Background: an optimization exercise with open tools, aiming at small area, a short achievable clock period and few clock cycles per item. Do not read the settings as production practice. In this exercise RTL edits were held to simulation tests only and were not proved equivalent to the original.

<file path="design/flow/flow/run.sh">
#!/bin/bash
# The standard layout (standard.sh), with these changes:
#  - synthesis: no adder-cell mapping (ADDER_MAP_FILE empty), so ABC maps the
#    adders from plain gates instead of the slow ha/fa cells, and the final ABC
#    mapping uses flow/abc_iter.script (see flow/synth_iter.tcl);
#  - buf_2 cells as the port buffers (buffer_ports otherwise picks the slow
#    clkdlybuf4s50_1);
#  - setup repair only resizes cells (SETUP_MOVE_SEQUENCE=sizeup).
set -e
here=$(pwd)
export ADDER_MAP_FILE=
export BUFFER_PORTS_ARGS="-buffer_cell sky130_fd_sc_hd__buf_2"
export SETUP_MOVE_SEQUENCE=sizeup
bash standard.sh SYNTH_SCRIPT=$here/flow/synth_iter.tcl finish > standard.log 2>&1
</file>
<file path="design/flow/flow/abc_iter.script">
strash
dch
map -B 0.9
strash
dch
map -B 0.9
strash
dch
map -B 0.9
strash
dch
map -B 0.9
strash
dch
map -B 0.9
strash
dch
map -B 0.9
strash
dch
map -B 0.9
strash
dch
map -B 0.9 -D 4000
topo
stime -c
buffer -c
upsize -c -D 4000
dnsize -c -D 4000
</file>
<file path="design/flow/flow/synth_iter.tcl">
# The standard flow's synthesis (synth_recipe.tcl, which sources ORFS's synth.tcl) with one
# change: the final technology mapping runs ABC with abc_iter.script, which
# repeats ORFS's area script's strash/dch/map round 8 times, the last one and the sizing
# aimed at a 4000 ps delay target (area recovery below it).
# Everything before it (synth -nofsm -noshare, flip-flop mapping) and after it
# (flatten, renames) is the standard flow's own, so the registers are the standard ones.
set ::abc_iter_script [file normalize [file join [file dirname [info script]] abc_iter.script]]
set ::synth_recipe_tcl [file normalize [file join [file dirname [info script]] .. synth_recipe.tcl]]
proc abc {args} {
  set i [lsearch -exact $args -script]
  if {$i >= 0} { lset args [expr {$i + 1}] $::abc_iter_script }
  puts "abc: mapping with $::abc_iter_script"
  yosys abc {*}$args
}
source $::synth_recipe_tcl
</file>
<file path="design/flow/standard.sh">
#!/bin/bash
# synth_recipe.tcl (not shown) runs the flow's synth.tcl, then flattens the netlist and writes it again
# the make line also repeats each setting of config.mk as NAME=value (left out here)
make -C /OpenROAD-flow-scripts/flow DESIGN_CONFIG=/design/flow/config.mk WORK_HOME=/design/flow/orfs CLKGATE_MAP_FILE= SYNTH_SCRIPT=/design/flow/synth_recipe.tcl "${@:-finish}"
</file>
<file path="design/flow/config.mk">
export PLATFORM = sky130hd
export DESIGN_NAME = sqrt_binary_search
export DESIGN_NICKNAME = sqrt_binary_search
export VERILOG_FILES = /design/flow/design.v
export SDC_FILE = /design/flow/constraint.sdc
export NUM_CORES = 4
export LEC_CHECK = 0
export ABC_AREA = 1
export CAP_MARGIN = 20
export CORE_MARGIN = 2
export CORE_UTILIZATION = 40
export PLACE_DENSITY = 0.85
export SETUP_SLACK_MARGIN = 3.5
export SLEW_MARGIN = 20
export TNS_END_PERCENT = 10
</file>
<file path="design/flow/constraint.sdc">
create_clock -name core_clock -period 11.0 [get_ports {clk}]
set_input_delay 2.2000 -clock core_clock [delete_from_list [all_inputs] [get_ports {clk}]]
set_output_delay 2.2000 -clock core_clock [all_outputs]
set_load 0.01 [all_outputs]
</file>
<file path="design/flow/design.v">
module sqrt_head (
    input  logic [15:0] x,
    output logic [7:0] q,      
    output logic [9:0] r       
);
    wire [2:0] a0 = {1'b0, x[15:14]};
    wire [2:0] o0 = 3'b111;   
    wire [2:0] g0_0 = a0 & o0;
    wire [2:0] p0_0 = a0 | o0;
    wire [2:0] g0_1, p0_1;
    assign g0_1[0] = g0_0[0];
    assign p0_1[0] = p0_0[0];
    assign g0_1[1] = g0_0[1] | (p0_0[1] & g0_0[0]);
    assign p0_1[1] = p0_0[1] & p0_0[0];
    assign g0_1[2] = g0_0[2];
    assign p0_1[2] = p0_0[2];
    wire [2:0] g0_2, p0_2;
    assign g0_2[0] = g0_1[0];
    assign p0_2[0] = p0_1[0];
    assign g0_2[1] = g0_1[1];
    assign p0_2[1] = p0_1[1];
    assign g0_2[2] = g0_1[2] | (p0_1[2] & g0_1[1]);
    assign p0_2[2] = p0_1[2] & p0_1[1];
    wire [2:0] r1 = a0 ^ o0 ^ {g0_2[1:0], 1'b0};
    wire [0:0] q1 = ~r1[2];
    wire [3:0] a1 = {r1[1:0], x[13:12]};
    wire [3:0] o1 = {q1[0], q1 ^ q1[0], 2'b11};
    wire [3:0] g1_0 = a1 & o1;
    wire [3:0] p1_0 = a1 | o1;
    wire [3:0] g1_1, p1_1;
    assign g1_1[0] = g1_0[0];
    assign p1_1[0] = p1_0[0];
    assign g1_1[1] = g1_0[1] | (p1_0[1] & g1_0[0]);
    assign p1_1[1] = p1_0[1] & p1_0[0];
    assign g1_1[2] = g1_0[2];
    assign p1_1[2] = p1_0[2];
    assign g1_1[3] = g1_0[3] | (p1_0[3] & g1_0[2]);
    assign p1_1[3] = p1_0[3] & p1_0[2];
    wire [3:0] g1_2, p1_2;
    assign g1_2[0] = g1_1[0];
    assign p1_2[0] = p1_1[0];
    assign g1_2[1] = g1_1[1];
    assign p1_2[1] = p1_1[1];
    assign g1_2[2] = g1_1[2] | (p1_1[2] & g1_1[1]);
    assign p1_2[2] = p1_1[2] & p1_1[1];
    assign g1_2[3] = g1_1[3] | (p1_1[3] & g1_1[1]);
    assign p1_2[3] = p1_1[3] & p1_1[1];
    wire [3:0] r2 = a1 ^ o1 ^ {g1_2[2:0], 1'b0};
    wire [1:0] q2 = {q1, ~r2[3]};
    wire [4:0] a2 = {r2[2:0], x[11:10]};
    wire [4:0] o2 = {q2[0], q2 ^ {2{q2[0]}}, 2'b11};
    wire [4:0] g2_0 = a2 & o2;
    wire [4:0] p2_0 = a2 | o2;
    wire [4:0] g2_1, p2_1;
    assign g2_1[0] = g2_0[0];
    assign p2_1[0] = p2_0[0];
    assign g2_1[1] = g2_0[1] | (p2_0[1] & g2_0[0]);
    assign p2_1[1] = p2_0[1] & p2_0[0];
    assign g2_1[2] = g2_0[2];
    assign p2_1[2] = p2_0[2];
    assign g2_1[3] = g2_0[3] | (p2_0[3] & g2_0[2]);
    assign p2_1[3] = p2_0[3] & p2_0[2];
    assign g2_1[4] = g2_0[4];
    assign p2_1[4] = p2_0[4];
    wire [4:0] g2_2, p2_2;
    assign g2_2[0] = g2_1[0];
    assign p2_2[0] = p2_1[0];
    assign g2_2[1] = g2_1[1];
    assign p2_2[1] = p2_1[1];
    assign g2_2[2] = g2_1[2] | (p2_1[2] & g2_1[1]);
    assign p2_2[2] = p2_1[2] & p2_1[1];
    assign g2_2[3] = g2_1[3] | (p2_1[3] & g2_1[1]);
    assign p2_2[3] = p2_1[3] & p2_1[1];
    assign g2_2[4] = g2_1[4];
    assign p2_2[4] = p2_1[4];
    wire [4:0] g2_3, p2_3;
    assign g2_3[0] = g2_2[0];
    assign p2_3[0] = p2_2[0];
    assign g2_3[1] = g2_2[1];
    assign p2_3[1] = p2_2[1];
    assign g2_3[2] = g2_2[2];
    assign p2_3[2] = p2_2[2];
    assign g2_3[3] = g2_2[3];
    assign p2_3[3] = p2_2[3];
    assign g2_3[4] = g2_2[4] | (p2_2[4] & g2_2[3]);
    assign p2_3[4] = p2_2[4] & p2_2[3];
    wire [4:0] r3 = a2 ^ o2 ^ {g2_3[3:0], 1'b0};
    wire [2:0] q3 = {q2, ~r3[4]};
    wire [5:0] a3 = {r3[3:0], x[9:8]};
    wire [5:0] o3 = {q3[0], q3 ^ {3{q3[0]}}, 2'b11};
    wire [5:0] g3_0 = a3 & o3;
    wire [5:0] p3_0 = a3 | o3;
    wire [5:0] g3_1, p3_1;
    assign g3_1[0] = g3_0[0];
    assign p3_1[0] = p3_0[0];
    assign g3_1[1] = g3_0[1] | (p3_0[1] & g3_0[0]);
    assign p3_1[1] = p3_0[1] & p3_0[0];
    assign g3_1[2] = g3_0[2];
    assign p3_1[2] = p3_0[2];
    assign g3_1[3] = g3_0[3] | (p3_0[3] & g3_0[2]);
    assign p3_1[3] = p3_0[3] & p3_0[2];
    assign g3_1[4] = g3_0[4];
    assign p3_1[4] = p3_0[4];
    assign g3_1[5] = g3_0[5] | (p3_0[5] & g3_0[4]);
    assign p3_1[5] = p3_0[5] & p3_0[4];
    wire [5:0] g3_2, p3_2;
    assign g3_2[0] = g3_1[0];
    assign p3_2[0] = p3_1[0];
    assign g3_2[1] = g3_1[1];
    assign p3_2[1] = p3_1[1];
    assign g3_2[2] = g3_1[2] | (p3_1[2] & g3_1[1]);
    assign p3_2[2] = p3_1[2] & p3_1[1];
    assign g3_2[3] = g3_1[3] | (p3_1[3] & g3_1[1]);
    assign p3_2[3] = p3_1[3] & p3_1[1];
    assign g3_2[4] = g3_1[4];
    assign p3_2[4] = p3_1[4];
    assign g3_2[5] = g3_1[5];
    assign p3_2[5] = p3_1[5];
    wire [5:0] g3_3, p3_3;
    assign g3_3[0] = g3_2[0];
    assign p3_3[0] = p3_2[0];
    assign g3_3[1] = g3_2[1];
    assign p3_3[1] = p3_2[1];
    assign g3_3[2] = g3_2[2];
    assign p3_3[2] = p3_2[2];
    assign g3_3[3] = g3_2[3];
    assign p3_3[3] = p3_2[3];
    assign g3_3[4] = g3_2[4] | (p3_2[4] & g3_2[3]);
    assign p3_3[4] = p3_2[4] & p3_2[3];
    assign g3_3[5] = g3_2[5] | (p3_2[5] & g3_2[3]);
    assign p3_3[5] = p3_2[5] & p3_2[3];
    wire [5:0] r4 = a3 ^ o3 ^ {g3_3[4:0], 1'b0};
    wire [3:0] q4 = {q3, ~r4[5]};
    wire [6:0] a4 = {r4[4:0], x[7:6]};
    wire [6:0] o4 = {q4[0], q4 ^ {4{q4[0]}}, 2'b11};
    wire [6:0] g4_0 = a4 & o4;
    wire [6:0] p4_0 = a4 | o4;
    wire [6:0] g4_1, p4_1;
    assign g4_1[0] = g4_0[0];
    assign p4_1[0] = p4_0[0];
    assign g4_1[1] = g4_0[1] | (p4_0[1] & g4_0[0]);
    assign p4_1[1] = p4_0[1] & p4_0[0];
    assign g4_1[2] = g4_0[2];
    assign p4_1[2] = p4_0[2];
    assign g4_1[3] = g4_0[3] | (p4_0[3] & g4_0[2]);
    assign p4_1[3] = p4_0[3] & p4_0[2];
    assign g4_1[4] = g4_0[4];
    assign p4_1[4] = p4_0[4];
    assign g4_1[5] = g4_0[5] | (p4_0[5] & g4_0[4]);
    assign p4_1[5] = p4_0[5] & p4_0[4];
    assign g4_1[6] = g4_0[6];
    assign p4_1[6] = p4_0[6];
    wire [6:0] g4_2, p4_2;
    assign g4_2[0] = g4_1[0];
    assign p4_2[0] = p4_1[0];
    assign g4_2[1] = g4_1[1];
    assign p4_2[1] = p4_1[1];
    assign g4_2[2] = g4_1[2] | (p4_1[2] & g4_1[1]);
    assign p4_2[2] = p4_1[2] & p4_1[1];
    assign g4_2[3] = g4_1[3] | (p4_1[3] & g4_1[1]);
    assign p4_2[3] = p4_1[3] & p4_1[1];
    assign g4_2[4] = g4_1[4];
    assign p4_2[4] = p4_1[4];
    assign g4_2[5] = g4_1[5];
    assign p4_2[5] = p4_1[5];
    assign g4_2[6] = g4_1[6] | (p4_1[6] & g4_1[5]);
    assign p4_2[6] = p4_1[6] & p4_1[5];
    wire [6:0] g4_3, p4_3;
    assign g4_3[0] = g4_2[0];
    assign p4_3[0] = p4_2[0];
    assign g4_3[1] = g4_2[1];
    assign p4_3[1] = p4_2[1];
    assign g4_3[2] = g4_2[2];
    assign p4_3[2] = p4_2[2];
    assign g4_3[3] = g4_2[3];
    assign p4_3[3] = p4_2[3];
    assign g4_3[4] = g4_2[4] | (p4_2[4] & g4_2[3]);
    assign p4_3[4] = p4_2[4] & p4_2[3];
    assign g4_3[5] = g4_2[5] | (p4_2[5] & g4_2[3]);
    assign p4_3[5] = p4_2[5] & p4_2[3];
    assign g4_3[6] = g4_2[6] | (p4_2[6] & g4_2[3]);
    assign p4_3[6] = p4_2[6] & p4_2[3];
    wire [6:0] r5 = a4 ^ o4 ^ {g4_3[5:0], 1'b0};
    wire [4:0] q5 = {q4, ~r5[6]};
    wire [7:0] a5 = {r5[5:0], x[5:4]};
    wire [7:0] o5 = {q5[0], q5 ^ {5{q5[0]}}, 2'b11};
    wire [7:0] g5_0 = a5 & o5;
    wire [7:0] p5_0 = a5 | o5;
    wire [7:0] g5_1, p5_1;
    assign g5_1[0] = g5_0[0];
    assign p5_1[0] = p5_0[0];
    assign g5_1[1] = g5_0[1] | (p5_0[1] & g5_0[0]);
    assign p5_1[1] = p5_0[1] & p5_0[0];
    assign g5_1[2] = g5_0[2];
    assign p5_1[2] = p5_0[2];
    assign g5_1[3] = g5_0[3] | (p5_0[3] & g5_0[2]);
    assign p5_1[3] = p5_0[3] & p5_0[2];
    assign g5_1[4] = g5_0[4];
    assign p5_1[4] = p5_0[4];
    assign g5_1[5] = g5_0[5] | (p5_0[5] & g5_0[4]);
    assign p5_1[5] = p5_0[5] & p5_0[4];
    assign g5_1[6] = g5_0[6];
    assign p5_1[6] = p5_0[6];
    assign g5_1[7] = g5_0[7] | (p5_0[7] & g5_0[6]);
    assign p5_1[7] = p5_0[7] & p5_0[6];
    wire [7:0] g5_2, p5_2;
    assign g5_2[0] = g5_1[0];
    assign p5_2[0] = p5_1[0];
    assign g5_2[1] = g5_1[1];
    assign p5_2[1] = p5_1[1];
    assign g5_2[2] = g5_1[2] | (p5_1[2] & g5_1[1]);
    assign p5_2[2] = p5_1[2] & p5_1[1];
    assign g5_2[3] = g5_1[3] | (p5_1[3] & g5_1[1]);
    assign p5_2[3] = p5_1[3] & p5_1[1];
    assign g5_2[4] = g5_1[4];
    assign p5_2[4] = p5_1[4];
    assign g5_2[5] = g5_1[5];
    assign p5_2[5] = p5_1[5];
    assign g5_2[6] = g5_1[6] | (p5_1[6] & g5_1[5]);
    assign p5_2[6] = p5_1[6] & p5_1[5];
    assign g5_2[7] = g5_1[7] | (p5_1[7] & g5_1[5]);
    assign p5_2[7] = p5_1[7] & p5_1[5];
    wire [7:0] g5_3, p5_3;
    assign g5_3[0] = g5_2[0];
    assign p5_3[0] = p5_2[0];
    assign g5_3[1] = g5_2[1];
    assign p5_3[1] = p5_2[1];
    assign g5_3[2] = g5_2[2];
    assign p5_3[2] = p5_2[2];
    assign g5_3[3] = g5_2[3];
    assign p5_3[3] = p5_2[3];
    assign g5_3[4] = g5_2[4] | (p5_2[4] & g5_2[3]);
    assign p5_3[4] = p5_2[4] & p5_2[3];
    assign g5_3[5] = g5_2[5] | (p5_2[5] & g5_2[3]);
    assign p5_3[5] = p5_2[5] & p5_2[3];
    assign g5_3[6] = g5_2[6] | (p5_2[6] & g5_2[3]);
    assign p5_3[6] = p5_2[6] & p5_2[3];
    assign g5_3[7] = g5_2[7] | (p5_2[7] & g5_2[3]);
    assign p5_3[7] = p5_2[7] & p5_2[3];
    wire [7:0] r6 = a5 ^ o5 ^ {g5_3[6:0], 1'b0};
    wire [5:0] q6 = {q5, ~r6[7]};
    wire [8:0] a6 = {r6[6:0], x[3:2]};
    wire [8:0] o6 = {q6[0], q6 ^ {6{q6[0]}}, 2'b11};
    wire [8:0] g6_0 = a6 & o6;
    wire [8:0] p6_0 = a6 | o6;
    wire [8:0] g6_1, p6_1;
    assign g6_1[0] = g6_0[0];
    assign p6_1[0] = p6_0[0];
    assign g6_1[1] = g6_0[1] | (p6_0[1] & g6_0[0]);
    assign p6_1[1] = p6_0[1] & p6_0[0];
    assign g6_1[2] = g6_0[2];
    assign p6_1[2] = p6_0[2];
    assign g6_1[3] = g6_0[3] | (p6_0[3] & g6_0[2]);
    assign p6_1[3] = p6_0[3] & p6_0[2];
    assign g6_1[4] = g6_0[4];
    assign p6_1[4] = p6_0[4];
    assign g6_1[5] = g6_0[5] | (p6_0[5] & g6_0[4]);
    assign p6_1[5] = p6_0[5] & p6_0[4];
    assign g6_1[6] = g6_0[6];
    assign p6_1[6] = p6_0[6];
    assign g6_1[7] = g6_0[7] | (p6_0[7] & g6_0[6]);
    assign p6_1[7] = p6_0[7] & p6_0[6];
    assign g6_1[8] = g6_0[8];
    assign p6_1[8] = p6_0[8];
    wire [8:0] g6_2, p6_2;
    assign g6_2[0] = g6_1[0];
    assign p6_2[0] = p6_1[0];
    assign g6_2[1] = g6_1[1];
    assign p6_2[1] = p6_1[1];
    assign g6_2[2] = g6_1[2] | (p6_1[2] & g6_1[1]);
    assign p6_2[2] = p6_1[2] & p6_1[1];
    assign g6_2[3] = g6_1[3] | (p6_1[3] & g6_1[1]);
    assign p6_2[3] = p6_1[3] & p6_1[1];
    assign g6_2[4] = g6_1[4];
    assign p6_2[4] = p6_1[4];
    assign g6_2[5] = g6_1[5];
    assign p6_2[5] = p6_1[5];
    assign g6_2[6] = g6_1[6] | (p6_1[6] & g6_1[5]);
    assign p6_2[6] = p6_1[6] & p6_1[5];
    assign g6_2[7] = g6_1[7] | (p6_1[7] & g6_1[5]);
    assign p6_2[7] = p6_1[7] & p6_1[5];
    assign g6_2[8] = g6_1[8];
    assign p6_2[8] = p6_1[8];
    wire [8:0] g6_3, p6_3;
    assign g6_3[0] = g6_2[0];
    assign p6_3[0] = p6_2[0];
    assign g6_3[1] = g6_2[1];
    assign p6_3[1] = p6_2[1];
    assign g6_3[2] = g6_2[2];
    assign p6_3[2] = p6_2[2];
    assign g6_3[3] = g6_2[3];
    assign p6_3[3] = p6_2[3];
    assign g6_3[4] = g6_2[4] | (p6_2[4] & g6_2[3]);
    assign p6_3[4] = p6_2[4] & p6_2[3];
    assign g6_3[5] = g6_2[5] | (p6_2[5] & g6_2[3]);
    assign p6_3[5] = p6_2[5] & p6_2[3];
    assign g6_3[6] = g6_2[6] | (p6_2[6] & g6_2[3]);
    assign p6_3[6] = p6_2[6] & p6_2[3];
    assign g6_3[7] = g6_2[7] | (p6_2[7] & g6_2[3]);
    assign p6_3[7] = p6_2[7] & p6_2[3];
    assign g6_3[8] = g6_2[8];
    assign p6_3[8] = p6_2[8];
    wire [8:0] g6_4, p6_4;
    assign g6_4[0] = g6_3[0];
    assign p6_4[0] = p6_3[0];
    assign g6_4[1] = g6_3[1];
    assign p6_4[1] = p6_3[1];
    assign g6_4[2] = g6_3[2];
    assign p6_4[2] = p6_3[2];
    assign g6_4[3] = g6_3[3];
    assign p6_4[3] = p6_3[3];
    assign g6_4[4] = g6_3[4];
    assign p6_4[4] = p6_3[4];
    assign g6_4[5] = g6_3[5];
    assign p6_4[5] = p6_3[5];
    assign g6_4[6] = g6_3[6];
    assign p6_4[6] = p6_3[6];
    assign g6_4[7] = g6_3[7];
    assign p6_4[7] = p6_3[7];
    assign g6_4[8] = g6_3[8] | (p6_3[8] & g6_3[7]);
    assign p6_4[8] = p6_3[8] & p6_3[7];
    wire [8:0] r7 = a6 ^ o6 ^ {g6_4[7:0], 1'b0};
    wire [6:0] q7 = {q6, ~r7[8]};
    wire [9:0] a7 = {r7[7:0], x[1:0]};
    wire [9:0] o7 = {q7[0], q7 ^ {7{q7[0]}}, 2'b11};
    wire [9:0] g7_0 = a7 & o7;
    wire [9:0] p7_0 = a7 | o7;
    wire [9:0] g7_1, p7_1;
    assign g7_1[0] = g7_0[0];
    assign p7_1[0] = p7_0[0];
    assign g7_1[1] = g7_0[1] | (p7_0[1] & g7_0[0]);
    assign p7_1[1] = p7_0[1] & p7_0[0];
    assign g7_1[2] = g7_0[2];
    assign p7_1[2] = p7_0[2];
    assign g7_1[3] = g7_0[3] | (p7_0[3] & g7_0[2]);
    assign p7_1[3] = p7_0[3] & p7_0[2];
    assign g7_1[4] = g7_0[4];
    assign p7_1[4] = p7_0[4];
    assign g7_1[5] = g7_0[5] | (p7_0[5] & g7_0[4]);
    assign p7_1[5] = p7_0[5] & p7_0[4];
    assign g7_1[6] = g7_0[6];
    assign p7_1[6] = p7_0[6];
    assign g7_1[7] = g7_0[7] | (p7_0[7] & g7_0[6]);
    assign p7_1[7] = p7_0[7] & p7_0[6];
    assign g7_1[8] = g7_0[8];
    assign p7_1[8] = p7_0[8];
    assign g7_1[9] = g7_0[9] | (p7_0[9] & g7_0[8]);
    assign p7_1[9] = p7_0[9] & p7_0[8];
    wire [9:0] g7_2, p7_2;
    assign g7_2[0] = g7_1[0];
    assign p7_2[0] = p7_1[0];
    assign g7_2[1] = g7_1[1];
    assign p7_2[1] = p7_1[1];
    assign g7_2[2] = g7_1[2] | (p7_1[2] & g7_1[1]);
    assign p7_2[2] = p7_1[2] & p7_1[1];
    assign g7_2[3] = g7_1[3] | (p7_1[3] & g7_1[1]);
    assign p7_2[3] = p7_1[3] & p7_1[1];
    assign g7_2[4] = g7_1[4];
    assign p7_2[4] = p7_1[4];
    assign g7_2[5] = g7_1[5];
    assign p7_2[5] = p7_1[5];
    assign g7_2[6] = g7_1[6] | (p7_1[6] & g7_1[5]);
    assign p7_2[6] = p7_1[6] & p7_1[5];
    assign g7_2[7] = g7_1[7] | (p7_1[7] & g7_1[5]);
    assign p7_2[7] = p7_1[7] & p7_1[5];
    assign g7_2[8] = g7_1[8];
    assign p7_2[8] = p7_1[8];
    assign g7_2[9] = g7_1[9];
    assign p7_2[9] = p7_1[9];
    wire [9:0] g7_3, p7_3;
    assign g7_3[0] = g7_2[0];
    assign p7_3[0] = p7_2[0];
    assign g7_3[1] = g7_2[1];
    assign p7_3[1] = p7_2[1];
    assign g7_3[2] = g7_2[2];
    assign p7_3[2] = p7_2[2];
    assign g7_3[3] = g7_2[3];
    assign p7_3[3] = p7_2[3];
    assign g7_3[4] = g7_2[4] | (p7_2[4] & g7_2[3]);
    assign p7_3[4] = p7_2[4] & p7_2[3];
    assign g7_3[5] = g7_2[5] | (p7_2[5] & g7_2[3]);
    assign p7_3[5] = p7_2[5] & p7_2[3];
    assign g7_3[6] = g7_2[6] | (p7_2[6] & g7_2[3]);
    assign p7_3[6] = p7_2[6] & p7_2[3];
    assign g7_3[7] = g7_2[7] | (p7_2[7] & g7_2[3]);
    assign p7_3[7] = p7_2[7] & p7_2[3];
    assign g7_3[8] = g7_2[8];
    assign p7_3[8] = p7_2[8];
    assign g7_3[9] = g7_2[9];
    assign p7_3[9] = p7_2[9];
    wire [9:0] g7_4, p7_4;
    assign g7_4[0] = g7_3[0];
    assign p7_4[0] = p7_3[0];
    assign g7_4[1] = g7_3[1];
    assign p7_4[1] = p7_3[1];
    assign g7_4[2] = g7_3[2];
    assign p7_4[2] = p7_3[2];
    assign g7_4[3] = g7_3[3];
    assign p7_4[3] = p7_3[3];
    assign g7_4[4] = g7_3[4];
    assign p7_4[4] = p7_3[4];
    assign g7_4[5] = g7_3[5];
    assign p7_4[5] = p7_3[5];
    assign g7_4[6] = g7_3[6];
    assign p7_4[6] = p7_3[6];
    assign g7_4[7] = g7_3[7];
    assign p7_4[7] = p7_3[7];
    assign g7_4[8] = g7_3[8] | (p7_3[8] & g7_3[7]);
    assign p7_4[8] = p7_3[8] & p7_3[7];
    assign g7_4[9] = g7_3[9] | (p7_3[9] & g7_3[7]);
    assign p7_4[9] = p7_3[9] & p7_3[7];
    wire [9:0] r8 = a7 ^ o7 ^ {g7_4[8:0], 1'b0};
    wire [7:0] q8 = {q7, ~r8[9]};
    assign q = q8;
    assign r = r8;
endmodule
module sqrt_tail (
    input  logic [7:0] q,
    input  logic [9:0] r,
    output logic [11:0] root
);
    wire [10:0] a8 = {r[8:0], 2'b00};
    wire [10:0] o8 = {q[0], q ^ {8{q[0]}}, 2'b11};
    wire [10:0] g8_0 = a8 & o8;
    wire [10:0] p8_0 = a8 | o8;
    wire [10:0] g8_1, p8_1;
    assign g8_1[0] = g8_0[0];
    assign p8_1[0] = p8_0[0];
    assign g8_1[1] = g8_0[1] | (p8_0[1] & g8_0[0]);
    assign p8_1[1] = p8_0[1] & p8_0[0];
    assign g8_1[2] = g8_0[2];
    assign p8_1[2] = p8_0[2];
    assign g8_1[3] = g8_0[3] | (p8_0[3] & g8_0[2]);
    assign p8_1[3] = p8_0[3] & p8_0[2];
    assign g8_1[4] = g8_0[4];
    assign p8_1[4] = p8_0[4];
    assign g8_1[5] = g8_0[5] | (p8_0[5] & g8_0[4]);
    assign p8_1[5] = p8_0[5] & p8_0[4];
    assign g8_1[6] = g8_0[6];
    assign p8_1[6] = p8_0[6];
    assign g8_1[7] = g8_0[7] | (p8_0[7] & g8_0[6]);
    assign p8_1[7] = p8_0[7] & p8_0[6];
    assign g8_1[8] = g8_0[8];
    assign p8_1[8] = p8_0[8];
    assign g8_1[9] = g8_0[9] | (p8_0[9] & g8_0[8]);
    assign p8_1[9] = p8_0[9] & p8_0[8];
    assign g8_1[10] = g8_0[10];
    assign p8_1[10] = p8_0[10];
    wire [10:0] g8_2, p8_2;
    assign g8_2[0] = g8_1[0];
    assign p8_2[0] = p8_1[0];
    assign g8_2[1] = g8_1[1];
    assign p8_2[1] = p8_1[1];
    assign g8_2[2] = g8_1[2] | (p8_1[2] & g8_1[1]);
    assign p8_2[2] = p8_1[2] & p8_1[1];
    assign g8_2[3] = g8_1[3] | (p8_1[3] & g8_1[1]);
    assign p8_2[3] = p8_1[3] & p8_1[1];
    assign g8_2[4] = g8_1[4];
    assign p8_2[4] = p8_1[4];
    assign g8_2[5] = g8_1[5];
    assign p8_2[5] = p8_1[5];
    assign g8_2[6] = g8_1[6] | (p8_1[6] & g8_1[5]);
    assign p8_2[6] = p8_1[6] & p8_1[5];
    assign g8_2[7] = g8_1[7] | (p8_1[7] & g8_1[5]);
    assign p8_2[7] = p8_1[7] & p8_1[5];
    assign g8_2[8] = g8_1[8];
    assign p8_2[8] = p8_1[8];
    assign g8_2[9] = g8_1[9];
    assign p8_2[9] = p8_1[9];
    assign g8_2[10] = g8_1[10] | (p8_1[10] & g8_1[9]);
    assign p8_2[10] = p8_1[10] & p8_1[9];
    wire [10:0] g8_3, p8_3;
    assign g8_3[0] = g8_2[0];
    assign p8_3[0] = p8_2[0];
    assign g8_3[1] = g8_2[1];
    assign p8_3[1] = p8_2[1];
    assign g8_3[2] = g8_2[2];
    assign p8_3[2] = p8_2[2];
    assign g8_3[3] = g8_2[3];
    assign p8_3[3] = p8_2[3];
    assign g8_3[4] = g8_2[4] | (p8_2[4] & g8_2[3]);
    assign p8_3[4] = p8_2[4] & p8_2[3];
    assign g8_3[5] = g8_2[5] | (p8_2[5] & g8_2[3]);
    assign p8_3[5] = p8_2[5] & p8_2[3];
    assign g8_3[6] = g8_2[6] | (p8_2[6] & g8_2[3]);
    assign p8_3[6] = p8_2[6] & p8_2[3];
    assign g8_3[7] = g8_2[7] | (p8_2[7] & g8_2[3]);
    assign p8_3[7] = p8_2[7] & p8_2[3];
    assign g8_3[8] = g8_2[8];
    assign p8_3[8] = p8_2[8];
    assign g8_3[9] = g8_2[9];
    assign p8_3[9] = p8_2[9];
    assign g8_3[10] = g8_2[10];
    assign p8_3[10] = p8_2[10];
    wire [10:0] g8_4, p8_4;
    assign g8_4[0] = g8_3[0];
    assign p8_4[0] = p8_3[0];
    assign g8_4[1] = g8_3[1];
    assign p8_4[1] = p8_3[1];
    assign g8_4[2] = g8_3[2];
    assign p8_4[2] = p8_3[2];
    assign g8_4[3] = g8_3[3];
    assign p8_4[3] = p8_3[3];
    assign g8_4[4] = g8_3[4];
    assign p8_4[4] = p8_3[4];
    assign g8_4[5] = g8_3[5];
    assign p8_4[5] = p8_3[5];
    assign g8_4[6] = g8_3[6];
    assign p8_4[6] = p8_3[6];
    assign g8_4[7] = g8_3[7];
    assign p8_4[7] = p8_3[7];
    assign g8_4[8] = g8_3[8] | (p8_3[8] & g8_3[7]);
    assign p8_4[8] = p8_3[8] & p8_3[7];
    assign g8_4[9] = g8_3[9] | (p8_3[9] & g8_3[7]);
    assign p8_4[9] = p8_3[9] & p8_3[7];
    assign g8_4[10] = g8_3[10] | (p8_3[10] & g8_3[7]);
    assign p8_4[10] = p8_3[10] & p8_3[7];
    wire [10:0] r9 = a8 ^ o8 ^ {g8_4[9:0], 1'b0};
    wire [8:0] q9 = {q, ~r9[10]};
    wire [11:0] a9 = {r9[9:0], 2'b00};
    wire [11:0] o9 = {q9[0], q9 ^ {9{q9[0]}}, 2'b11};
    wire [11:0] g9_0 = a9 & o9;
    wire [11:0] p9_0 = a9 | o9;
    wire [11:0] g9_1, p9_1;
    assign g9_1[0] = g9_0[0];
    assign p9_1[0] = p9_0[0];
    assign g9_1[1] = g9_0[1] | (p9_0[1] & g9_0[0]);
    assign p9_1[1] = p9_0[1] & p9_0[0];
    assign g9_1[2] = g9_0[2];
    assign p9_1[2] = p9_0[2];
    assign g9_1[3] = g9_0[3] | (p9_0[3] & g9_0[2]);
    assign p9_1[3] = p9_0[3] & p9_0[2];
    assign g9_1[4] = g9_0[4];
    assign p9_1[4] = p9_0[4];
    assign g9_1[5] = g9_0[5] | (p9_0[5] & g9_0[4]);
    assign p9_1[5] = p9_0[5] & p9_0[4];
    assign g9_1[6] = g9_0[6];
    assign p9_1[6] = p9_0[6];
    assign g9_1[7] = g9_0[7] | (p9_0[7] & g9_0[6]);
    assign p9_1[7] = p9_0[7] & p9_0[6];
    assign g9_1[8] = g9_0[8];
    assign p9_1[8] = p9_0[8];
    assign g9_1[9] = g9_0[9] | (p9_0[9] & g9_0[8]);
    assign p9_1[9] = p9_0[9] & p9_0[8];
    assign g9_1[10] = g9_0[10];
    assign p9_1[10] = p9_0[10];
    assign g9_1[11] = g9_0[11] | (p9_0[11] & g9_0[10]);
    assign p9_1[11] = p9_0[11] & p9_0[10];
    wire [11:0] g9_2, p9_2;
    assign g9_2[0] = g9_1[0];
    assign p9_2[0] = p9_1[0];
    assign g9_2[1] = g9_1[1];
    assign p9_2[1] = p9_1[1];
    assign g9_2[2] = g9_1[2] | (p9_1[2] & g9_1[1]);
    assign p9_2[2] = p9_1[2] & p9_1[1];
    assign g9_2[3] = g9_1[3] | (p9_1[3] & g9_1[1]);
    assign p9_2[3] = p9_1[3] & p9_1[1];
    assign g9_2[4] = g9_1[4];
    assign p9_2[4] = p9_1[4];
    assign g9_2[5] = g9_1[5];
    assign p9_2[5] = p9_1[5];
    assign g9_2[6] = g9_1[6] | (p9_1[6] & g9_1[5]);
    assign p9_2[6] = p9_1[6] & p9_1[5];
    assign g9_2[7] = g9_1[7] | (p9_1[7] & g9_1[5]);
    assign p9_2[7] = p9_1[7] & p9_1[5];
    assign g9_2[8] = g9_1[8];
    assign p9_2[8] = p9_1[8];
    assign g9_2[9] = g9_1[9];
    assign p9_2[9] = p9_1[9];
    assign g9_2[10] = g9_1[10] | (p9_1[10] & g9_1[9]);
    assign p9_2[10] = p9_1[10] & p9_1[9];
    assign g9_2[11] = g9_1[11] | (p9_1[11] & g9_1[9]);
    assign p9_2[11] = p9_1[11] & p9_1[9];
    wire [11:0] g9_3, p9_3;
    assign g9_3[0] = g9_2[0];
    assign p9_3[0] = p9_2[0];
    assign g9_3[1] = g9_2[1];
    assign p9_3[1] = p9_2[1];
    assign g9_3[2] = g9_2[2];
    assign p9_3[2] = p9_2[2];
    assign g9_3[3] = g9_2[3];
    assign p9_3[3] = p9_2[3];
    assign g9_3[4] = g9_2[4] | (p9_2[4] & g9_2[3]);
    assign p9_3[4] = p9_2[4] & p9_2[3];
    assign g9_3[5] = g9_2[5] | (p9_2[5] & g9_2[3]);
    assign p9_3[5] = p9_2[5] & p9_2[3];
    assign g9_3[6] = g9_2[6] | (p9_2[6] & g9_2[3]);
    assign p9_3[6] = p9_2[6] & p9_2[3];
    assign g9_3[7] = g9_2[7] | (p9_2[7] & g9_2[3]);
    assign p9_3[7] = p9_2[7] & p9_2[3];
    assign g9_3[8] = g9_2[8];
    assign p9_3[8] = p9_2[8];
    assign g9_3[9] = g9_2[9];
    assign p9_3[9] = p9_2[9];
    assign g9_3[10] = g9_2[10];
    assign p9_3[10] = p9_2[10];
    assign g9_3[11] = g9_2[11];
    assign p9_3[11] = p9_2[11];
    wire [11:0] g9_4, p9_4;
    assign g9_4[0] = g9_3[0];
    assign p9_4[0] = p9_3[0];
    assign g9_4[1] = g9_3[1];
    assign p9_4[1] = p9_3[1];
    assign g9_4[2] = g9_3[2];
    assign p9_4[2] = p9_3[2];
    assign g9_4[3] = g9_3[3];
    assign p9_4[3] = p9_3[3];
    assign g9_4[4] = g9_3[4];
    assign p9_4[4] = p9_3[4];
    assign g9_4[5] = g9_3[5];
    assign p9_4[5] = p9_3[5];
    assign g9_4[6] = g9_3[6];
    assign p9_4[6] = p9_3[6];
    assign g9_4[7] = g9_3[7];
    assign p9_4[7] = p9_3[7];
    assign g9_4[8] = g9_3[8] | (p9_3[8] & g9_3[7]);
    assign p9_4[8] = p9_3[8] & p9_3[7];
    assign g9_4[9] = g9_3[9] | (p9_3[9] & g9_3[7]);
    assign p9_4[9] = p9_3[9] & p9_3[7];
    assign g9_4[10] = g9_3[10] | (p9_3[10] & g9_3[7]);
    assign p9_4[10] = p9_3[10] & p9_3[7];
    assign g9_4[11] = g9_3[11] | (p9_3[11] & g9_3[7]);
    assign p9_4[11] = p9_3[11] & p9_3[7];
    wire [11:0] r10 = a9 ^ o9 ^ {g9_4[10:0], 1'b0};
    wire [9:0] q10 = {q9, ~r10[11]};
    wire [12:0] a10 = {r10[10:0], 2'b00};
    wire [12:0] o10 = {q10[0], q10 ^ {10{q10[0]}}, 2'b11};
    wire [12:0] g10_0 = a10 & o10;
    wire [12:0] p10_0 = a10 | o10;
    wire [12:0] g10_1, p10_1;
    assign g10_1[0] = g10_0[0];
    assign p10_1[0] = p10_0[0];
    assign g10_1[1] = g10_0[1] | (p10_0[1] & g10_0[0]);
    assign p10_1[1] = p10_0[1] & p10_0[0];
    assign g10_1[2] = g10_0[2];
    assign p10_1[2] = p10_0[2];
    assign g10_1[3] = g10_0[3] | (p10_0[3] & g10_0[2]);
    assign p10_1[3] = p10_0[3] & p10_0[2];
    assign g10_1[4] = g10_0[4];
    assign p10_1[4] = p10_0[4];
    assign g10_1[5] = g10_0[5] | (p10_0[5] & g10_0[4]);
    assign p10_1[5] = p10_0[5] & p10_0[4];
    assign g10_1[6] = g10_0[6];
    assign p10_1[6] = p10_0[6];
    assign g10_1[7] = g10_0[7] | (p10_0[7] & g10_0[6]);
    assign p10_1[7] = p10_0[7] & p10_0[6];
    assign g10_1[8] = g10_0[8];
    assign p10_1[8] = p10_0[8];
    assign g10_1[9] = g10_0[9] | (p10_0[9] & g10_0[8]);
    assign p10_1[9] = p10_0[9] & p10_0[8];
    assign g10_1[10] = g10_0[10];
    assign p10_1[10] = p10_0[10];
    assign g10_1[11] = g10_0[11] | (p10_0[11] & g10_0[10]);
    assign p10_1[11] = p10_0[11] & p10_0[10];
    assign g10_1[12] = g10_0[12];
    assign p10_1[12] = p10_0[12];
    wire [12:0] g10_2, p10_2;
    assign g10_2[0] = g10_1[0];
    assign p10_2[0] = p10_1[0];
    assign g10_2[1] = g10_1[1];
    assign p10_2[1] = p10_1[1];
    assign g10_2[2] = g10_1[2] | (p10_1[2] & g10_1[1]);
    assign p10_2[2] = p10_1[2] & p10_1[1];
    assign g10_2[3] = g10_1[3] | (p10_1[3] & g10_1[1]);
    assign p10_2[3] = p10_1[3] & p10_1[1];
    assign g10_2[4] = g10_1[4];
    assign p10_2[4] = p10_1[4];
    assign g10_2[5] = g10_1[5];
    assign p10_2[5] = p10_1[5];
    assign g10_2[6] = g10_1[6] | (p10_1[6] & g10_1[5]);
    assign p10_2[6] = p10_1[6] & p10_1[5];
    assign g10_2[7] = g10_1[7] | (p10_1[7] & g10_1[5]);
    assign p10_2[7] = p10_1[7] & p10_1[5];
    assign g10_2[8] = g10_1[8];
    assign p10_2[8] = p10_1[8];
    assign g10_2[9] = g10_1[9];
    assign p10_2[9] = p10_1[9];
    assign g10_2[10] = g10_1[10] | (p10_1[10] & g10_1[9]);
    assign p10_2[10] = p10_1[10] & p10_1[9];
    assign g10_2[11] = g10_1[11] | (p10_1[11] & g10_1[9]);
    assign p10_2[11] = p10_1[11] & p10_1[9];
    assign g10_2[12] = g10_1[12];
    assign p10_2[12] = p10_1[12];
    wire [12:0] g10_3, p10_3;
    assign g10_3[0] = g10_2[0];
    assign p10_3[0] = p10_2[0];
    assign g10_3[1] = g10_2[1];
    assign p10_3[1] = p10_2[1];
    assign g10_3[2] = g10_2[2];
    assign p10_3[2] = p10_2[2];
    assign g10_3[3] = g10_2[3];
    assign p10_3[3] = p10_2[3];
    assign g10_3[4] = g10_2[4] | (p10_2[4] & g10_2[3]);
    assign p10_3[4] = p10_2[4] & p10_2[3];
    assign g10_3[5] = g10_2[5] | (p10_2[5] & g10_2[3]);
    assign p10_3[5] = p10_2[5] & p10_2[3];
    assign g10_3[6] = g10_2[6] | (p10_2[6] & g10_2[3]);
    assign p10_3[6] = p10_2[6] & p10_2[3];
    assign g10_3[7] = g10_2[7] | (p10_2[7] & g10_2[3]);
    assign p10_3[7] = p10_2[7] & p10_2[3];
    assign g10_3[8] = g10_2[8];
    assign p10_3[8] = p10_2[8];
    assign g10_3[9] = g10_2[9];
    assign p10_3[9] = p10_2[9];
    assign g10_3[10] = g10_2[10];
    assign p10_3[10] = p10_2[10];
    assign g10_3[11] = g10_2[11];
    assign p10_3[11] = p10_2[11];
    assign g10_3[12] = g10_2[12] | (p10_2[12] & g10_2[11]);
    assign p10_3[12] = p10_2[12] & p10_2[11];
    wire [12:0] g10_4, p10_4;
    assign g10_4[0] = g10_3[0];
    assign p10_4[0] = p10_3[0];
    assign g10_4[1] = g10_3[1];
    assign p10_4[1] = p10_3[1];
    assign g10_4[2] = g10_3[2];
    assign p10_4[2] = p10_3[2];
    assign g10_4[3] = g10_3[3];
    assign p10_4[3] = p10_3[3];
    assign g10_4[4] = g10_3[4];
    assign p10_4[4] = p10_3[4];
    assign g10_4[5] = g10_3[5];
    assign p10_4[5] = p10_3[5];
    assign g10_4[6] = g10_3[6];
    assign p10_4[6] = p10_3[6];
    assign g10_4[7] = g10_3[7];
    assign p10_4[7] = p10_3[7];
    assign g10_4[8] = g10_3[8] | (p10_3[8] & g10_3[7]);
    assign p10_4[8] = p10_3[8] & p10_3[7];
    assign g10_4[9] = g10_3[9] | (p10_3[9] & g10_3[7]);
    assign p10_4[9] = p10_3[9] & p10_3[7];
    assign g10_4[10] = g10_3[10] | (p10_3[10] & g10_3[7]);
    assign p10_4[10] = p10_3[10] & p10_3[7];
    assign g10_4[11] = g10_3[11] | (p10_3[11] & g10_3[7]);
    assign p10_4[11] = p10_3[11] & p10_3[7];
    assign g10_4[12] = g10_3[12] | (p10_3[12] & g10_3[7]);
    assign p10_4[12] = p10_3[12] & p10_3[7];
    wire [12:0] r11 = a10 ^ o10 ^ {g10_4[11:0], 1'b0};
    wire [10:0] q11 = {q10, ~r11[12]};
    wire [13:0] a11 = {r11[11:0], 2'b00};
    wire [13:0] o11 = {q11[0], q11 ^ {11{q11[0]}}, 2'b11};
    wire [13:0] g11_0 = a11 & o11;
    wire [13:0] p11_0 = a11 | o11;
    wire [13:0] g11_1, p11_1;
    assign g11_1[0] = g11_0[0];
    assign p11_1[0] = p11_0[0];
    assign g11_1[1] = g11_0[1] | (p11_0[1] & g11_0[0]);
    assign p11_1[1] = p11_0[1] & p11_0[0];
    assign g11_1[2] = g11_0[2];
    assign p11_1[2] = p11_0[2];
    assign g11_1[3] = g11_0[3] | (p11_0[3] & g11_0[2]);
    assign p11_1[3] = p11_0[3] & p11_0[2];
    assign g11_1[4] = g11_0[4];
    assign p11_1[4] = p11_0[4];
    assign g11_1[5] = g11_0[5] | (p11_0[5] & g11_0[4]);
    assign p11_1[5] = p11_0[5] & p11_0[4];
    assign g11_1[6] = g11_0[6];
    assign p11_1[6] = p11_0[6];
    assign g11_1[7] = g11_0[7] | (p11_0[7] & g11_0[6]);
    assign p11_1[7] = p11_0[7] & p11_0[6];
    assign g11_1[8] = g11_0[8];
    assign p11_1[8] = p11_0[8];
    assign g11_1[9] = g11_0[9] | (p11_0[9] & g11_0[8]);
    assign p11_1[9] = p11_0[9] & p11_0[8];
    assign g11_1[10] = g11_0[10];
    assign p11_1[10] = p11_0[10];
    assign g11_1[11] = g11_0[11] | (p11_0[11] & g11_0[10]);
    assign p11_1[11] = p11_0[11] & p11_0[10];
    assign g11_1[12] = g11_0[12];
    assign p11_1[12] = p11_0[12];
    assign g11_1[13] = g11_0[13] | (p11_0[13] & g11_0[12]);
    assign p11_1[13] = p11_0[13] & p11_0[12];
    wire [13:0] g11_2, p11_2;
    assign g11_2[0] = g11_1[0];
    assign p11_2[0] = p11_1[0];
    assign g11_2[1] = g11_1[1];
    assign p11_2[1] = p11_1[1];
    assign g11_2[2] = g11_1[2] | (p11_1[2] & g11_1[1]);
    assign p11_2[2] = p11_1[2] & p11_1[1];
    assign g11_2[3] = g11_1[3] | (p11_1[3] & g11_1[1]);
    assign p11_2[3] = p11_1[3] & p11_1[1];
    assign g11_2[4] = g11_1[4];
    assign p11_2[4] = p11_1[4];
    assign g11_2[5] = g11_1[5];
    assign p11_2[5] = p11_1[5];
    assign g11_2[6] = g11_1[6] | (p11_1[6] & g11_1[5]);
    assign p11_2[6] = p11_1[6] & p11_1[5];
    assign g11_2[7] = g11_1[7] | (p11_1[7] & g11_1[5]);
    assign p11_2[7] = p11_1[7] & p11_1[5];
    assign g11_2[8] = g11_1[8];
    assign p11_2[8] = p11_1[8];
    assign g11_2[9] = g11_1[9];
    assign p11_2[9] = p11_1[9];
    assign g11_2[10] = g11_1[10] | (p11_1[10] & g11_1[9]);
    assign p11_2[10] = p11_1[10] & p11_1[9];
    assign g11_2[11] = g11_1[11] | (p11_1[11] & g11_1[9]);
    assign p11_2[11] = p11_1[11] & p11_1[9];
    assign g11_2[12] = g11_1[12];
    assign p11_2[12] = p11_1[12];
    assign g11_2[13] = g11_1[13];
    assign p11_2[13] = p11_1[13];
    wire [13:0] g11_3, p11_3;
    assign g11_3[0] = g11_2[0];
    assign p11_3[0] = p11_2[0];
    assign g11_3[1] = g11_2[1];
    assign p11_3[1] = p11_2[1];
    assign g11_3[2] = g11_2[2];
    assign p11_3[2] = p11_2[2];
    assign g11_3[3] = g11_2[3];
    assign p11_3[3] = p11_2[3];
    assign g11_3[4] = g11_2[4] | (p11_2[4] & g11_2[3]);
    assign p11_3[4] = p11_2[4] & p11_2[3];
    assign g11_3[5] = g11_2[5] | (p11_2[5] & g11_2[3]);
    assign p11_3[5] = p11_2[5] & p11_2[3];
    assign g11_3[6] = g11_2[6] | (p11_2[6] & g11_2[3]);
    assign p11_3[6] = p11_2[6] & p11_2[3];
    assign g11_3[7] = g11_2[7] | (p11_2[7] & g11_2[3]);
    assign p11_3[7] = p11_2[7] & p11_2[3];
    assign g11_3[8] = g11_2[8];
    assign p11_3[8] = p11_2[8];
    assign g11_3[9] = g11_2[9];
    assign p11_3[9] = p11_2[9];
    assign g11_3[10] = g11_2[10];
    assign p11_3[10] = p11_2[10];
    assign g11_3[11] = g11_2[11];
    assign p11_3[11] = p11_2[11];
    assign g11_3[12] = g11_2[12] | (p11_2[12] & g11_2[11]);
    assign p11_3[12] = p11_2[12] & p11_2[11];
    assign g11_3[13] = g11_2[13] | (p11_2[13] & g11_2[11]);
    assign p11_3[13] = p11_2[13] & p11_2[11];
    wire [13:0] g11_4, p11_4;
    assign g11_4[0] = g11_3[0];
    assign p11_4[0] = p11_3[0];
    assign g11_4[1] = g11_3[1];
    assign p11_4[1] = p11_3[1];
    assign g11_4[2] = g11_3[2];
    assign p11_4[2] = p11_3[2];
    assign g11_4[3] = g11_3[3];
    assign p11_4[3] = p11_3[3];
    assign g11_4[4] = g11_3[4];
    assign p11_4[4] = p11_3[4];
    assign g11_4[5] = g11_3[5];
    assign p11_4[5] = p11_3[5];
    assign g11_4[6] = g11_3[6];
    assign p11_4[6] = p11_3[6];
    assign g11_4[7] = g11_3[7];
    assign p11_4[7] = p11_3[7];
    assign g11_4[8] = g11_3[8] | (p11_3[8] & g11_3[7]);
    assign p11_4[8] = p11_3[8] & p11_3[7];
    assign g11_4[9] = g11_3[9] | (p11_3[9] & g11_3[7]);
    assign p11_4[9] = p11_3[9] & p11_3[7];
    assign g11_4[10] = g11_3[10] | (p11_3[10] & g11_3[7]);
    assign p11_4[10] = p11_3[10] & p11_3[7];
    assign g11_4[11] = g11_3[11] | (p11_3[11] & g11_3[7]);
    assign p11_4[11] = p11_3[11] & p11_3[7];
    assign g11_4[12] = g11_3[12] | (p11_3[12] & g11_3[7]);
    assign p11_4[12] = p11_3[12] & p11_3[7];
    assign g11_4[13] = g11_3[13] | (p11_3[13] & g11_3[7]);
    assign p11_4[13] = p11_3[13] & p11_3[7];
    wire [13:0] r12 = a11 ^ o11 ^ {g11_4[12:0], 1'b0};
    wire [11:0] q12 = {q11, ~r12[13]};
    assign root = q12;
endmodule
module sqrt_binary_search (
    input  logic        clk,
    input  logic        rst,         
    input  logic        valid_in,
    input  logic [15:0] x,           
    output logic [15:0] x_sqrt,      
    output logic        valid_out
);
    logic [7:0] q_d, q_r;
    logic [9:0] r_d, r_r;
    logic        v_r;
    logic [11:0] root;
    sqrt_head head (.x(x), .q(q_d), .r(r_d));
    always_ff @(posedge clk) begin
        if (rst) v_r <= 1'b0;
        else     v_r <= valid_in;
        q_r <= q_d;
        r_r <= r_d;
    end
    sqrt_tail tail (.q(q_r), .r(r_r), .root(root));
    assign x_sqrt    = {4'd0, root};
    assign valid_out = v_r;
endmodule
</file>
==> results.txt, run 1 <==
* Result of the run: timing/DRC/antenna clean
* Most frequent cell on the critical path: sky130_fd_sc_hd__nand2_1
* RSZ-0062 raised after global routing: no
* Hold violation count in the final report at 0
* Initial antenna violation count at 0
* # H-tree levels at 1
* Most frequent standard cell in the layout excluding fill and tap cells: sky130_fd_sc_hd__nand2_1
* Buffer levels on the longest clock path at 2
* Layout cell share with drive strength beyond 1 at 12.4%
* Worst slack, placed at 3710 ps
* Slew of the pin with the lowest slew margin at 653 ps
* Synthesis Warnings at 1
* Worst max-slew margin expressed relative to the limit at 56.3%
* Post-synthesis register bit count at 18
* Die Area at 9050 um^2
* Remaining global-route overflow at 0
* Category of the worst setup path launch point: flip-flop
* Count of routing violations after the opening detailed-route iteration at 147
* Count of nets after finishing at 696
* Io pins at 36
* Residual antenna-violating net count after detailed routing at 0
* Drt first pass iters at 6
* Type of destination of the critical path: output pin
* CP Data Required Time at 8800 ps
* CP max FO at 14
* Final Max Tran Viols at 0
* Setup Buffers After CTS at 0
* Commonest cells after routing, fill and taps aside: sky130_fd_sc_hd__nand2_1 (277), sky130_fd_sc_hd__nand3_1 (87), sky130_fd_sc_hd__inv_1 (80), sky130_fd_sc_hd__nor2_1 (34), sky130_fd_sc_hd__buf_2 (31)
* Final weighted congestion in routability-driven placement at 0.893
* Total detailed-routing wirelength at 7.82 mm
* Synth-to-layout area growth at 12.0%
* Post-synth cell types at 26
* Wire length of the first global-routing pass at 13.3 mm
* Post-CTS resize count at 1
* CTS Root Buffer Type: sky130_fd_sc_hd__clkbuf_8
* Number of hold buffers added after cts at 0
* Drt via density at 4.95
* Layout filler cell count at 880
* Highest clock rate at 143 MHz
* Number of antenna cells inserted at 0
* Post-route minimum period at 6990 ps
* Clock tree from TritonCTS: built
* Ranking of synthesized cells by area: sky130_fd_sc_hd__nand2_1 (32%), sky130_fd_sc_hd__nand3_1 (14%), sky130_fd_sc_hd__dfxtp_1 (11%)
* Maximum number of pins on one net before global-route repair at 15
* Post-Syn Instances at 645
* Die Width at 95.2 um
* Vias in the first global route at 3,373
* Count of buffering cells on the critical path with inverters included at 3
* Max Cap Violations at 0
* Critical-path top delay cell: sky130_fd_sc_hd__dfxtp_4
* Starting density of the core at 40.9%
* Port bufs at 31
* Data arrival at the endpoint of the critical path at 4790 ps
* Setup total negative slack at 0 ps
* Area of the core at 8130 um^2
* Clock transition time at the flip-flop clock pins of the worst setup and hold paths at 60 ps
* Largest area contributor in the netlist: sky130_fd_sc_hd__nand2_1
* Number of buffers created by CTS at 3
* Class of the tightest hold or removal check: in -> reg
* GR Util All Layers at 17.7%
* Register area share after synthesis at 10.8%
* Number of rows in the core area at 33
* Cell family contributing the most delay on the critical path: simple AND/OR/NAND/NOR gates
* Half-perimeter wire length after detailed placement at 6.42 mm
* Total of endpoints with negative setup slack in the final report at 0
* Fin crit share at 63.6%
* Routed WL per cell at 10.0 um
* DRC errors left at 0
* Top cell type's share of synthesized area at 32.3%
* CP Class: reg -> out
* Post-synthesis average cell area at 5.15 um^2
* Height of the chip at 95.2 um
* Synthesized cell area at 3320 um^2
* Max incr delay on CP at 440 ps
* Total number of vias at 3,863
* Final worst-path setup slack at 4010 ps
* CTS Sinks at 18
## cells by family (layout without fill, tap and decap cells)
logic type                after synthesis  in the layout  synth area share, %
xor gates and xnor gates               57             57                 15.2
buffers and inverters                  87            115                 10.7
and+or+nand+nor                       456            456                 58.6
AOI/OAI and AO/OA                      26             26                 4.52
DFF                                    18             18                 10.8
other                                   1              4                0.113
## path summary, 6_finish.rpt
| kind | start | endpoint | cells past startpoint |
|---|---|---|---|
| worst max-delay path | q_r[0] | x_sqrt[0] | 40 |
| worst min-delay path | rst | v_r | 2 |
## cells in the mapped netlist
cell type	n
sky130_fd_sc_hd__buf_2	1
sky130_fd_sc_hd__nand2_4	1
sky130_fd_sc_hd__or2_2	10
sky130_fd_sc_hd__o21ai_1	2
sky130_fd_sc_hd__nor2_1	38
sky130_fd_sc_hd__inv_1	80
sky130_fd_sc_hd__or2_1	2
sky130_fd_sc_hd__nand3_2	3
sky130_fd_sc_hd__nand3b_1	5
sky130_fd_sc_hd__a21o_1	5
sky130_fd_sc_hd__nor2_2	3
sky130_fd_sc_hd__nand2_1	286
sky130_fd_sc_hd__dfxtp_1	18
sky130_fd_sc_hd__nand2_2	6
sky130_fd_sc_hd__nand3_1	93
sky130_fd_sc_hd__buf_4	5
sky130_fd_sc_hd__o21ai_2	2
sky130_fd_sc_hd__nand2b_1	1
sky130_fd_sc_hd__buf_6	1
sky130_fd_sc_hd__nand4_1	8
sky130_fd_sc_hd__conb_1	1
sky130_fd_sc_hd__xnor2_1	28
sky130_fd_sc_hd__o21ai_0	10
sky130_fd_sc_hd__xor2_2	1
sky130_fd_sc_hd__a21oi_1	7
sky130_fd_sc_hd__xor2_1	28
## registers in the layout (all words and copies together) (netlist names)
| name | flops |
|---|---|
| q_r | 8 |
| r_r | 9 |
| v_r | 1 |
## through the flow
step	hold slack [ps]	cells	cell area, um^2	util, %
after floorplan	2260	648	3330	-
after global placement	2360	777	3570	43.9
after detailed placement	2360	777	3570	43.9
after CTS	2080	781	3620	44.5
after global routing	2100	781	3720	45.7
final	2090	781	3720	45.7
## final cells by class
type	instances	area (um^2)	share of cell area, %
tap	105	131	3.53
multi-input combinational	543	2710	72.9
clock buffer	4	55.1	1.48
sequential	18	365	9.82
inverter	80	300	8.07
timing repair buffer	31	155	4.17
## metal layers
metal  vias to the layer above  wire length [um]  global-route usage [%]
met1                      1672              3400                    20.9
li1                       2060                 -                       -
met4                         0               193                    9.06
met2                       115              3790                    32.1
met3                        16               443                    1.11
met5                         -                 0                       0
Testbench counts, summed over its fixed seeds: cycles 262,148, items 262,144.
==> run 2: changes to the inputs <==
==> design/flow/flow/abc_iter.script (replaced) <==
strash
dch
map -B 0.9
strash
dch
map -B 0.9
strash
dch
map -B 0.9
strash
dch
map -B 0.9
strash
dch
map -B 0.9
strash
dch
map -B 0.9
strash
dch
map -B 0.9
strash
dch
map -B 0.9 -D 4600
topo
stime -c
buffer -c
upsize -c -D 4600
dnsize -c -D 4600
--- a/design/flow/flow/synth_iter.tcl
+++ b/design/flow/flow/synth_iter.tcl
@@ -1,7 +1,7 @@
 # The standard flow's synthesis (synth_recipe.tcl, which sources ORFS's synth.tcl) with one
 # change: the final technology mapping runs ABC with abc_iter.script, which
 # repeats ORFS's area script's strash/dch/map round 8 times, the last one and the sizing
-# aimed at a 4000 ps delay target (area recovery below it).
+# aimed at a 4600 ps delay target (area recovery below it).
 # Everything before it (synth -nofsm -noshare, flip-flop mapping) and after it
 # (flatten, renames) is the standard flow's own, so the registers are the standard ones.
 set ::abc_iter_script [file normalize [file join [file dirname [info script]] abc_iter.script]]
==> run 2 against run 1 <==
Net effect: maximum frequency down 1.3%; sequential cell count unchanged; first-iteration DRC count down 10%; design area down 1.1%; synthesized area down 2.1%; core utilization up 1.4 points; routed wire length up 0.36%; global-route usage down 0.086 points; worst setup slack worse by 89 ps; synthesized cell count unchanged; via count down 0.34%; highest routed layer unchanged.
==> results.txt, run 2 <==
* Vias in the first global route at 3,294 (was 3,373)
* Post-Syn Instances at 645 (unchanged)
* Total detailed-routing wirelength at 7.85 mm (was 7.82 mm)
* Critical-path top delay cell: sky130_fd_sc_hd__dfxtp_4 (unchanged)
* Clock tree from TritonCTS: built (unchanged)
* Wire length of the first global-routing pass at 13.1 mm (was 13.3 mm)
* RSZ-0062 raised after global routing: yes (was no)
* Worst max-slew margin expressed relative to the limit at 53.2% (was 56.3%)
* Combined area of the multi-input logic cells at 2680 um^2 (was 2710 um^2)
* Top cell type's share of synthesized area at 33.8% (was 32.3%)
* Total number of vias at 3,850 (was 3,863)
* CTS Sinks at 18 (unchanged)
* GR Util All Layers at 17.6% (was 17.7%)
* Most used flip-flop cell after synthesis: sky130_fd_sc_hd__dfxtp_1 (unchanged)
* Total placed instance area at 3500 um^2 (was 3570 um^2)
* Data arrival at the endpoint of the critical path at 4880 ps (was 4790 ps)
* Fin crit share at 64.4% (was 63.6%)
* Remaining global-route overflow at 0 (unchanged)
* Maximum number of pins on one net before global-route repair at 15 (unchanged)
* Half-perimeter wire length after detailed placement at 6.47 mm (was 6.42 mm)
* Synthesis Warnings at 1 (unchanged)
* Count of nets after finishing at 696 (unchanged)
* Post-route standard cell area excluding fillers at 3680 um^2 (was 3720 um^2)
* Setup Buffers After CTS at 0 (unchanged)
* Layout filler cell count at 823 (was 880)
* Largest regs: r_r x9, q_r x8, v_r x1 (unchanged)
* Most frequent standard cell in the layout excluding fill and tap cells: sky130_fd_sc_hd__nand2_1 (unchanged)
* Class of the tightest hold or removal check: in -> reg (unchanged)
* Final Max Tran Viols at 0 (unchanged)
* CTS Root Buffer Type: sky130_fd_sc_hd__clkbuf_8 (unchanged)
* Height of the chip at 94.2 um (was 95.2 um)
* Post-CTS resize count at 5 (was 1)
* Worst hold-check slack at 2090 ps (about the same)
* Port bufs at 31 (unchanged)
* Post-synth cell types at 18 (was 26)
* Max reg flops at 9 (unchanged)
* Highest clock rate at 141 MHz (was 143 MHz)
* Commonest cells after routing, fill and taps aside: sky130_fd_sc_hd__nand2_1 (280), sky130_fd_sc_hd__nand3_1 (88), sky130_fd_sc_hd__inv_1 (80), sky130_fd_sc_hd__nor2_1 (35), sky130_fd_sc_hd__buf_2 (31) (was sky130_fd_sc_hd__nand2_1 (277), sky130_fd_sc_hd__nand3_1 (87), sky130_fd_sc_hd__inv_1 (80), sky130_fd_sc_hd__nor2_1 (34), sky130_fd_sc_hd__buf_2 (31))
* Total of endpoints with negative setup slack in the final report at 0 (unchanged)
* GRT Max-Usage Layer: met2 (unchanged)
* CP max FO at 14 (unchanged)
* Met2 usage at 31.2% (was 32.1%)
* Slew of the pin with the lowest slew margin at 699 ps (was 653 ps)
* Initial antenna violation count at 0 (unchanged)
* Footprint of the flip-flops and latches at 365 um^2 (unchanged)
* Io pins at 36 (unchanged)
* Final weighted congestion in routability-driven placement at 1.13 (was 0.893)
* Post-synthesis register bit count at 18 (unchanged)
* # H-tree levels at 1 (unchanged)
* Layout cell share with drive strength beyond 1 at 11.7% (was 12.4%)
* Number of buffers created by CTS at 3 (unchanged)
* Result of the run: timing/DRC/antenna clean (unchanged)
* Number of antenna cells inserted at 0 (unchanged)
* Drt via density at 4.95 (about the same)
* Starting density of the core at 41.7% (was 40.9%)
* Number of rows in the core area at 32 (was 33)
* Most frequently used cell type in the post-synthesis netlist: sky130_fd_sc_hd__nand2_1 (unchanged)
* DRC errors left at 0 (unchanged)
* Setup total negative slack at 0 ps (unchanged)
* Post-route minimum period at 7080 ps (was 6990 ps)
* Most frequent cell on the critical path: sky130_fd_sc_hd__nand2_1 (unchanged)
* Type of destination of the critical path: output pin (unchanged)
* Count of routing violations after the opening detailed-route iteration at 132 (was 147)
* Largest area contributor in the netlist: sky130_fd_sc_hd__nand2_1 (unchanged)
* Routed WL per cell at 10.1 um (was 10.0 um)
* Met1 capacity usage during global routing at 21.2% (was 20.9%)
* Synth-to-layout area growth at 13.1% (was 12.0%)
* Clock transition time at the flip-flop clock pins of the worst setup and hold paths at 60 ps (about the same)
* Global-route met3 utilization at 0.963% (was 1.11%)
* Register area share after synthesis at 11.1% (was 10.8%)
* Category of the worst setup path launch point: flip-flop (unchanged)
* Buffer levels on the longest clock path at 2 (unchanged)
* Biggest register: r_r (unchanged)
* Ranking of synthesized cells by area: sky130_fd_sc_hd__nand2_1 (34%), sky130_fd_sc_hd__nand3_1 (15%), sky130_fd_sc_hd__dfxtp_1 (11%) (was sky130_fd_sc_hd__nand2_1 (32%), sky130_fd_sc_hd__nand3_1 (14%), sky130_fd_sc_hd__dfxtp_1 (11%))
* Drt first pass iters at 5 (was 6)
* CP Class: reg -> out (unchanged)
* Max incr delay on CP at 450 ps (was 440 ps)
* Die Area at 8870 um^2 (was 9050 um^2)
* Fraction of registers with async set/reset at 0% (unchanged)
* CP Data Required Time at 8800 ps (about the same)
* Number of hold buffers added after cts at 0 (unchanged)
* Area of the core at 7810 um^2 (was 8130 um^2)
* Max Cap Violations at 0 (unchanged)
* Die Width at 94.2 um (was 95.2 um)
* Post-synthesis average cell area at 5.05 um^2 (was 5.15 um^2)
* Leading cell types by count after synthesis: sky130_fd_sc_hd__nand2_1 (293), sky130_fd_sc_hd__nand3_1 (96), sky130_fd_sc_hd__inv_1 (80), sky130_fd_sc_hd__nor2_1 (41), sky130_fd_sc_hd__xor2_1 (29) (was sky130_fd_sc_hd__nand2_1 (286), sky130_fd_sc_hd__nand3_1 (93), sky130_fd_sc_hd__inv_1 (80), sky130_fd_sc_hd__nor2_1 (38))
* Synthesized cell area at 3250 um^2 (was 3320 um^2)
* Number of synthesized flops with an enable pin at 0 (unchanged)
* Hold violation count in the final report at 0 (unchanged)
* Residual antenna-violating net count after detailed routing at 0 (unchanged)
==> run 2: per-layer routing <==
layer / vias up / wire length [um]
met4: 0 / 319
met5: - / 0
li1: 2067 / -
met2: 111 / 3710
met1: 1644 / 3440
met3: 28 / 377
==> run 2: logic make-up (layout without fill, tap and decap cells) <==
| family | count (synthesis) | count (layout) | share of synthesized area, % |
|---|---|---|---|
| xor+xnor | 57 | 57 | 15.3 |
| buf+inv | 87 | 115 | 10.6 |
| compound gates | 26 | 26 | 4.38 |
| other cells | 1 | 4 | 0.115 |
| flops | 18 | 18 | 11.1 |
| simple gates | 456 | 456 | 58.5 |
==> run 2: final timing paths <==
| check | from | end | slack [ps] | cells after the start |
|---|---|---|---|---|
| setup / recovery | q_r[0] | x_sqrt[0] | 3920 | 41 |
| hold / removal | rst | v_r | 2090 | 2 |
==> run 2: area by class of cell <==
cell class	instances	share of cell area, %
inverter	80	8.16
sequential	18	9.93
multi-input combinational	543	72.7
tap	102	3.47
timing repair buffer	31	4.21
clock buffer	4	1.50
==> run 2: worst max-delay path: cells and delay by family, from the launching register on <==
kind | cells | cell delay (ps)
flops | 1 | 450
compound gates | 4 | 670
buf+inv | 4 | 270
simple gates | 33 | 3210
==> run 2: per-stage QoR <==
step,setup slack [ps],cells,util [%]
after detailed placement,3270,774,44.9
final,3920,778,47.1
after global placement,3390,774,44.9
after CTS,3570,778,45.7
after global routing,3430,778,47.1
after floorplan,4310,648,-

## static timing again, ports no longer ideal
No port has a modelled driver above. Below, the same layouts with a new extraction and two added sets of constraints.
Step 1 sets driving cells, clkbuf_16 on the clock port and buf_2 on the other inputs (assumed; they add their load-dependent delay and slew).
Step 2 also shifts input and output timing later by t, the mid clock arrival at the registers, as if the neighbouring blocks saw the same clock.
Slacks: ideal ports / drivers / drivers and shift; pairs: ideal ports / drivers.
| run | shift t [ns] | setup slack, ns | worst setup path after step 2 | worst slew at a driven data input, ns |
|---|---|---|---|---|
| run 1 | 0.282 | 4.009 / 3.980 / 3.981 | input to register | 0.03 |
| run 2 | 0.281 | 3.920 / 3.893 / 3.882 | input to register | 0.03 |
After both steps every run listed still meets setup and hold. For run 2, which loses most, drivers alone change the setup slack by -0.027 ns; drivers and shift together by -0.038 ns.
